Context: an optimization exercise on an open-source flow, tuned for a short achievable clock period and few clock cycles. The choices shown serve that exercise and are no tape-out recipe.
RTL that was checked went through simulation tests only; none was proved equivalent to the original.

==> flow/design.v <==
module w450(mem_wr_data, mem_wr_addr, mem_wr_en, mem_rd_data1, mem_rd_addr1,
	mem_rd_data2, mem_rd_addr2, reset, clk);
	output [7:0] mem_wr_data;
	output [7:0] mem_wr_addr;
	output mem_wr_en;
	input [7:0] mem_rd_data1;
	output [7:0] mem_rd_addr1;
	input [7:0] mem_rd_data2;
	output [7:0] mem_rd_addr2;
	input reset;
	input clk;
	localparam DW = 4 + 4 + 4 + 4 + 4 + 5;
	function [DW-1:0] dec;
		input [7:0] b;
		input fw;
		reg [2:0] op; reg [1:0] fa, fb; reg d;
		reg immop, isbr, fb0, memwr, rwe, late, add, sub, mov;
		reg [3:0] sa, sb, we, xs;
		reg [1:0] rdst;
		reg [4:0] rt;
		begin
			op = b[7:5]; fa = b[4:3]; fb = b[2:1]; d = b[0];
			immop = op[0] | (op[2] & op[1]);
			isbr = op[2] & op[1];
			fb0 = (fb == 2'd0);
			memwr = ~immop & ~d & fb0;
			rwe = ~isbr & ~memwr;
			rdst = (immop | d) ? fa : fb;
			sa = 4'b0001 << fa;
			sb = 4'b0001 << fb;
			we = rwe ? (4'b0001 << rdst) : 4'b0000;
			add = (op[2:1] == 2'b00);
			sub = (op[2:1] == 2'b01);
			mov = op[2];
			late = ~immop & fb0;                  
			xs[0] = immop;
			xs[1] = late & ~fw;
			xs[2] = late & fw;
			xs[3] = ~immop & ~fb0;
			rt[0] = add;
			rt[1] = sub & ~immop & ~d;
			rt[2] = sub & (immop | d);
			rt[3] = mov & (immop | d);
			rt[4] = mov & ~immop & ~d;
			dec = {immop, isbr, op[0], memwr, we, sa, sb, xs, rt};
		end
	endfunction
	reg        c_immop, c_isbr, c_blt, c_memwr;
	reg        c_nimm;          
	reg [3:0]  c_we;
	reg [3:0]  c_xs;
	reg [4:0]  c_rt;
	reg [4:0]  c_s0, c_s1, c_s2, c_s3;   
	reg [7:0] a1;               
	reg [7:0] a1n;              
	reg [7:0] pc2, pc3, pc4;    
	reg [7:0] a2;               
	reg       v;                
	reg [7:0] r0, r1, r2, r3;
	reg [7:0] ra_q, rb_q;       
	reg       wen;
	reg [7:0] waddr, wdata;
	reg [7:0] wdn;              
	assign mem_wr_en = wen;
	assign mem_wr_addr = waddr;
	assign mem_wr_data = wdata;
	assign mem_rd_addr1 = a1;
	assign mem_rd_addr2 = a2;
	localparam BI = 4;
	localparam BN = 1 << BI;
	reg [BN-1:0] bt_v;
	reg [7-BI:0] bt_tag [0:BN-1];
	reg [7:0]    bt_op  [0:BN-1];
	reg          fill;          
	reg [7:0]    bpc;           
	reg          bhit;          
	reg [7:0]    btop;          
	wire [7:0] d1 = mem_rd_data1;
	wire [7:0] d2 = mem_rd_data2;
	wire [7:0] ra = ra_q;
	wire [7:0] rb = rb_q;
	wire [7:0] wd = ~wdn;
	wire [7:0] a1i = ~a1n;
	wire [7:0] x = ({8{c_xs[0]}} & d1) | ({8{c_xs[1]}} & d2) |
	               ({8{c_xs[2]}} & wd) | ({8{c_xs[3]}} & rb);
	function [15:0] gp;
		input [3:0] s;
		input [7:0] a0, a1, a2, a3, y;
		input xi, yi;
		reg [7:0] yy, g, p;
		begin
			yy = yi ? ~y : y;
			if (xi) begin
				g = (({8{s[0]}} & ~a0) & yy) | (({8{s[1]}} & ~a1) & yy) |
				    (({8{s[2]}} & ~a2) & yy) | (({8{s[3]}} & ~a3) & yy);
				p = ({8{s[0]}} & ~(a0 ^ yy)) | ({8{s[1]}} & ~(a1 ^ yy)) |
				    ({8{s[2]}} & ~(a2 ^ yy)) | ({8{s[3]}} & ~(a3 ^ yy));
			end else begin
				g = (({8{s[0]}} & a0) & yy) | (({8{s[1]}} & a1) & yy) |
				    (({8{s[2]}} & a2) & yy) | (({8{s[3]}} & a3) & yy);
				p = ({8{s[0]}} & (a0 ^ yy)) | ({8{s[1]}} & (a1 ^ yy)) |
				    ({8{s[2]}} & (a2 ^ yy)) | ({8{s[3]}} & (a3 ^ yy));
			end
			gp = {g, p};
		end
	endfunction
	function [15:0] pfx;
		input [15:0] gpi;
		reg [7:0] gg, pp, g2, p2;
		integer i, k;
		begin
			gg = gpi[15:8]; pp = gpi[7:0];
			for (k = 1; k < 8; k = k * 2) begin
				g2 = gg; p2 = pp;
				for (i = k; i < 8; i = i + 1) begin
					g2[i] = pp[i] ? gg[i-k] : gg[i];
					p2[i] = pp[i] & pp[i-k];
				end
				gg = g2; pp = p2;
			end
			pfx = {gg, pp};
		end
	endfunction
	wire [15:0] gpa = gp(c_xs, d1, d2, wd, rb, ra, 1'b0, 1'b0);
	wire [15:0] pxa = pfx(gpa);
	wire [7:0] sa_ = gpa[7:0] ^ {pxa[14:8], 1'b0};
	wire [15:0] gpb = gp(c_xs, d1, d2, wd, rb, ra, 1'b0, 1'b1);
	wire [15:0] pxb = pfx(gpb);
	wire [7:0] sb_ = gpb[7:0] ^ {pxb[14:8] | pxb[6:0], 1'b1};
	wire [7:0] sc_ = ~(gpb[7:0] ^ {pxb[14:8], 1'b0});
	function [7:0] pick;
		input [4:0] s;
		input [7:0] h;
		input [7:0] ta, tb, tc, tx, tr;
		pick = ((({8{s[0]}} & ta) | ({8{s[1]}} & tb)) | ({8{s[2]}} & tc)) |
		       ((({8{s[3]}} & tx) | ({8{s[4]}} & tr)) | h);
	endfunction
	wire [7:0] res = pick(c_rt, 8'h00, sa_, sb_, sc_, x, ra);
	wire [3:0] wv = c_we;
	wire [7:0] r0_n = pick(c_s0, {8{~wv[0]}} & r0, sa_, sb_, sc_, x, ra);
	wire [7:0] r1_n = pick(c_s1, {8{~wv[1]}} & r1, sa_, sb_, sc_, x, ra);
	wire [7:0] r2_n = pick(c_s2, {8{~wv[2]}} & r2, sa_, sb_, sc_, x, ra);
	wire [7:0] r3_n = pick(c_s3, {8{~wv[3]}} & r3, sa_, sb_, sc_, x, ra);
	function [1:0] cmp;
		input [7:0] a, b;
		reg [7:0] d, l;
		reg [3:0] d1_, l1;
		reg [1:0] d2_, l2;
		integer i;
		begin
			d = a ^ b; l = b;
			for (i = 0; i < 4; i = i + 1) begin
				l1[i] = d[2*i+1] ? l[2*i+1] : l[2*i];
				d1_[i] = d[2*i+1] | d[2*i];
			end
			for (i = 0; i < 2; i = i + 1) begin
				l2[i] = d1_[2*i+1] ? l1[2*i+1] : l1[2*i];
				d2_[i] = d1_[2*i+1] | d1_[2*i];
			end
			cmp = {(d2_[1] ? l2[1] : l2[0]) & (d2_[1] | d2_[0]),
			       ~(d2_[1] | d2_[0])};
		end
	endfunction
	wire [1:0] lteq = cmp(ra, rb);
	wire cond = c_blt ? lteq[1] : lteq[0];
	wire taken = c_isbr & cond;
	wire pt = c_isbr & bhit;                    
	function [7:0] ksa;
		input [7:0] x, y;
		reg [7:0] g, p, gg, pp, g2, p2;
		integer i, k;
		begin
			g = x & y; p = x ^ y;
			gg = g; pp = p;
			for (k = 1; k < 8; k = k * 2) begin
				g2 = gg; p2 = pp;
				for (i = k; i < 8; i = i + 1) begin
					g2[i] = gg[i] | (pp[i] & gg[i-k]);
					p2[i] = pp[i] & pp[i-k];
				end
				gg = g2; pp = p2;
			end
			ksa = p ^ {gg[6:0], 1'b0};
		end
	endfunction
	wire [7:0] pc5 = pc4 + 8'd1;
	wire [7:0] pc6 = pc4 + 8'd2;
	wire [7:0] tgt  = ksa(pc2, d1);
	wire [7:0] tgt1 = ksa(pc3, d1);
	wire [7:0] tgt2 = ksa(pc4, d1);
	wire       seq1 = ~v | c_nimm;                
	wire [7:0] nbs = seq1 ? d1 : d2;
	wire       wen_n = c_memwr;
	wire [DW-1:0] dn = pt ? dec(btop, 1'b0) : dec(nbs, wen_n);
	wire       n_immop = dn[DW-1];
	wire [3:0] n_we = dn[DW-5:DW-8];
	wire [3:0] n_sa = dn[DW-9:DW-12];
	wire [3:0] n_sb = dn[DW-13:DW-16];
	wire [3:0] n_xs = dn[8:5];
	wire [4:0] n_rt = dn[4:0];
	wire       v_n = ~c_isbr | (cond == bhit);
	wire [3:0] fa_w = n_sa & wv;
	wire [3:0] fb_w = n_sb & wv;
	wire       fwa = |fa_w;
	wire       fwb = |fb_w;
	wire [7:0] ra_n = pick(c_rt & {5{fwa}},
		({8{n_sa[0] & ~fwa}} & r0) | ({8{n_sa[1] & ~fwa}} & r1) |
		({8{n_sa[2] & ~fwa}} & r2) | ({8{n_sa[3] & ~fwa}} & r3),
		sa_, sb_, sc_, x, ra);
	wire [7:0] rb_n = pick(c_rt & {5{fwb}},
		({8{n_sb[0] & ~fwb}} & r0) | ({8{n_sb[1] & ~fwb}} & r1) |
		({8{n_sb[2] & ~fwb}} & r2) | ({8{n_sb[3] & ~fwb}} & r3),
		sa_, sb_, sc_, x, ra);
	wire [7:0] tgt3 = ksa(pc5, d1);
	wire [7:0] tgt4 = ksa(pc6, d1);
	wire [7:0] pc2_n = !v ? a1i + 8'd2 : pt ? tgt2 : c_nimm ? pc3 : pc4;
	wire [7:0] pc3_n = !v ? a1i + 8'd3 : pt ? tgt3 : c_nimm ? pc4 : pc5;
	wire [7:0] pc4_n = !v ? a1i + 8'd4 : pt ? tgt4 : c_nimm ? pc5 : pc6;
	wire [7:0] a2_n = pick(c_s0 & {5{~n_immop}},
		({8{n_immop}} & pc2_n) | ({8{~n_immop & ~wv[0]}} & r0),
		sa_, sb_, sc_, x, ra);
	wire [7:0] a1_t = bhit ? tgt1 : tgt;
	wire [7:0] a1_s = !v ? a1i + 8'd1 : pt ? pc2 :
	                  c_nimm ? pc2 : pc3;
	wire [7:0] a1_n = taken ? a1_t : a1_s;
	function lk;
		input [7:0] p;
		input [BN-1:0] bv;
		input [(8-BI)*BN-1:0] bt;
		lk = bv[p[BI-1:0]] & (bt[(8-BI)*p[BI-1:0] +: 8-BI] == p[7:BI]);
	endfunction
	wire [(8-BI)*BN-1:0] btt;
	wire [8*BN-1:0] bto;
	genvar gk;
	generate
		for (gk = 0; gk < BN; gk = gk + 1) begin : g_bt
			assign btt[(8-BI)*gk +: 8-BI] = bt_tag[gk];
			assign bto[8*gk +: 8] = bt_op[gk];
		end
	endgenerate
	wire lhit = (!v | c_nimm) ? lk(a1i, bt_v, btt) : lk(pc2, bt_v, btt);
	wire [7:0] lop = (!v | c_nimm) ? bto[8*a1i[BI-1:0] +: 8] :
	                 bto[8*pc2[BI-1:0] +: 8];
	always @(posedge clk or posedge reset) begin
		if (reset) begin
			a1 <= 8'h00;
			a1n <= 8'hff;
			v <= 1'b0;
			wen <= 1'b0;
			fill <= 1'b0;
			bhit <= 1'b0;
			bt_v <= {BN{1'b0}};
			c_isbr <= 1'b0;
			c_memwr <= 1'b0;
			c_we <= 4'b0;
			c_s0 <= 5'b0; c_s1 <= 5'b0; c_s2 <= 5'b0; c_s3 <= 5'b0;
		end else begin
			c_isbr <= dn[DW-2] & v_n;
			c_memwr <= dn[DW-4] & v_n;
			c_we <= n_we & {4{v_n}};
			c_s0 <= n_rt & {5{n_we[0] & v_n}};
			c_s1 <= n_rt & {5{n_we[1] & v_n}};
			c_s2 <= n_rt & {5{n_we[2] & v_n}};
			c_s3 <= n_rt & {5{n_we[3] & v_n}};
			v <= v_n;
			wen <= wen_n;
			a1 <= a1_n;
			a1n <= ~a1_n;
			bhit <= lhit & ~pt;
			fill <= taken & ~bhit;
			if (!v & fill) bt_v[bpc[BI-1:0]] <= 1'b1;
		end
	end
	always @(posedge clk) begin
		c_immop <= n_immop;
		c_nimm <= ~n_immop;
		c_blt <= dn[DW-3];
		c_rt <= n_rt;
		c_xs <= n_xs;
		ra_q <= ra_n;
		rb_q <= rb_n;
		pc2 <= pc2_n;
		pc3 <= pc3_n;
		pc4 <= pc4_n;
		a2 <= a2_n;
		btop <= lop;
		if (v & c_isbr) bpc <= pc2 - 8'd2;
		if (!v & fill) begin
			bt_tag[bpc[BI-1:0]] <= bpc[7:BI];
			bt_op[bpc[BI-1:0]] <= d1;
		end
		waddr <= r0;
		wdata <= res;
		wdn <= ~res;
		r0 <= r0_n;
		r1 <= r1_n;
		r2 <= r2_n;
		r3 <= r3_n;
	end
endmodule
clock: 4.5 ns
lec_check: 0
abc_area: 1
cap_margin: 20
core_margin: 2
core_utilization: 40
place_density: 0.6
setup_slack_margin: 2.5
slew_margin: 20
run.sh (not shown) runs the stock make flow with config.mk's settings and CLKGATE_MAP_FILE= SYNTH_SCRIPT=/design/flow/synth_recipe.tcl, a recipe that flattens the netlist after the stock synthesis.
Change:
--- a/flow/design.v
+++ b/flow/design.v
@@ -112,9 +112,9 @@
 			gg = gpi[15:8]; pp = gpi[7:0];
 			for (k = 1; k < 8; k = k * 2) begin
 				g2 = gg; p2 = pp;
 				for (i = k; i < 8; i = i + 1) begin
-					g2[i] = pp[i] ? gg[i-k] : gg[i];
+					g2[i] = gg[i] | (pp[i] & gg[i-k]);
 					p2[i] = pp[i] & pp[i-k];
 				end
 				gg = g2; pp = p2;
 			end
@@ -142,24 +142,24 @@
 	wire [7:0] r2_n = pick(c_s2, {8{~wv[2]}} & r2, sa_, sb_, sc_, x, ra);
 	wire [7:0] r3_n = pick(c_s3, {8{~wv[3]}} & r3, sa_, sb_, sc_, x, ra);
 	function [1:0] cmp;
 		input [7:0] a, b;
-		reg [7:0] d, l;
-		reg [3:0] d1_, l1;
-		reg [1:0] d2_, l2;
+		reg [7:0] g, e;
+		reg [3:0] g1, e1;
+		reg [1:0] g2, e2;
 		integer i;
 		begin
-			d = a ^ b; l = b;
+			g = ~a & b;
+			e = ~(a ^ b);
 			for (i = 0; i < 4; i = i + 1) begin
-				l1[i] = d[2*i+1] ? l[2*i+1] : l[2*i];
-				d1_[i] = d[2*i+1] | d[2*i];
+				g1[i] = g[2*i+1] | (e[2*i+1] & g[2*i]);
+				e1[i] = e[2*i+1] & e[2*i];
 			end
 			for (i = 0; i < 2; i = i + 1) begin
-				l2[i] = d1_[2*i+1] ? l1[2*i+1] : l1[2*i];
-				d2_[i] = d1_[2*i+1] | d1_[2*i];
+				g2[i] = g1[2*i+1] | (e1[2*i+1] & g1[2*i]);
+				e2[i] = e1[2*i+1] & e1[2*i];
 			end
-			cmp = {(d2_[1] ? l2[1] : l2[0]) & (d2_[1] | d2_[0]),
-			       ~(d2_[1] | d2_[0])};
+			cmp = {g2[1] | (e2[1] & g2[0]), e2[1] & e2[0]};
 		end
 	endfunction
 	wire [1:0] lteq = cmp(ra, rb);
 	wire cond = c_blt ? lteq[1] : lteq[0];
What happened: Final cell count went down by 3.2%; design area went down by 5.0%; fmax went up by 0.43%; global-route usage went down by 1.3 points; hold slack gets worse by 0.053 ns; count of clock-buffer cells in the layout stays the same.
Testbench counts after the change, summed over its fixed seeds: cycles 21,021.
Function not checked in the first run of this note: the RTL went through the layout flow alone.

==> static timing again, ports no longer ideal <==
The results above use ideal ports. As a check the final layouts listed here were re-extracted and re-timed, cells and wires unchanged.
Step 1 sets driving cells, clkbuf_16 on the clock port and buf_2 on the other inputs (assumed; they add their load-dependent delay and slew).
Step 2, shift: input delay + t, output delay - t, t = (earliest + latest rising clock arrival at the registers) / 2. This alone moves slack from input paths to output paths.
Three values: ideal ports, drivers, drivers and shift; two values: the first two.
| run | shift t [ns] | setup WS [ns] | cell pins on the clock port's net |
|---|---|---|---|
| the first run | 0.643 | 2.141 / 2.141 / 1.623 | 1 |
| the second run | 0.651 | 2.151 / 2.036 / 1.385 | 1 |
After both steps setup and hold are still met in every run listed. For the second run, which loses most, drivers alone change the setup slack by -0.115 ns; drivers and shift together by -0.766 ns.
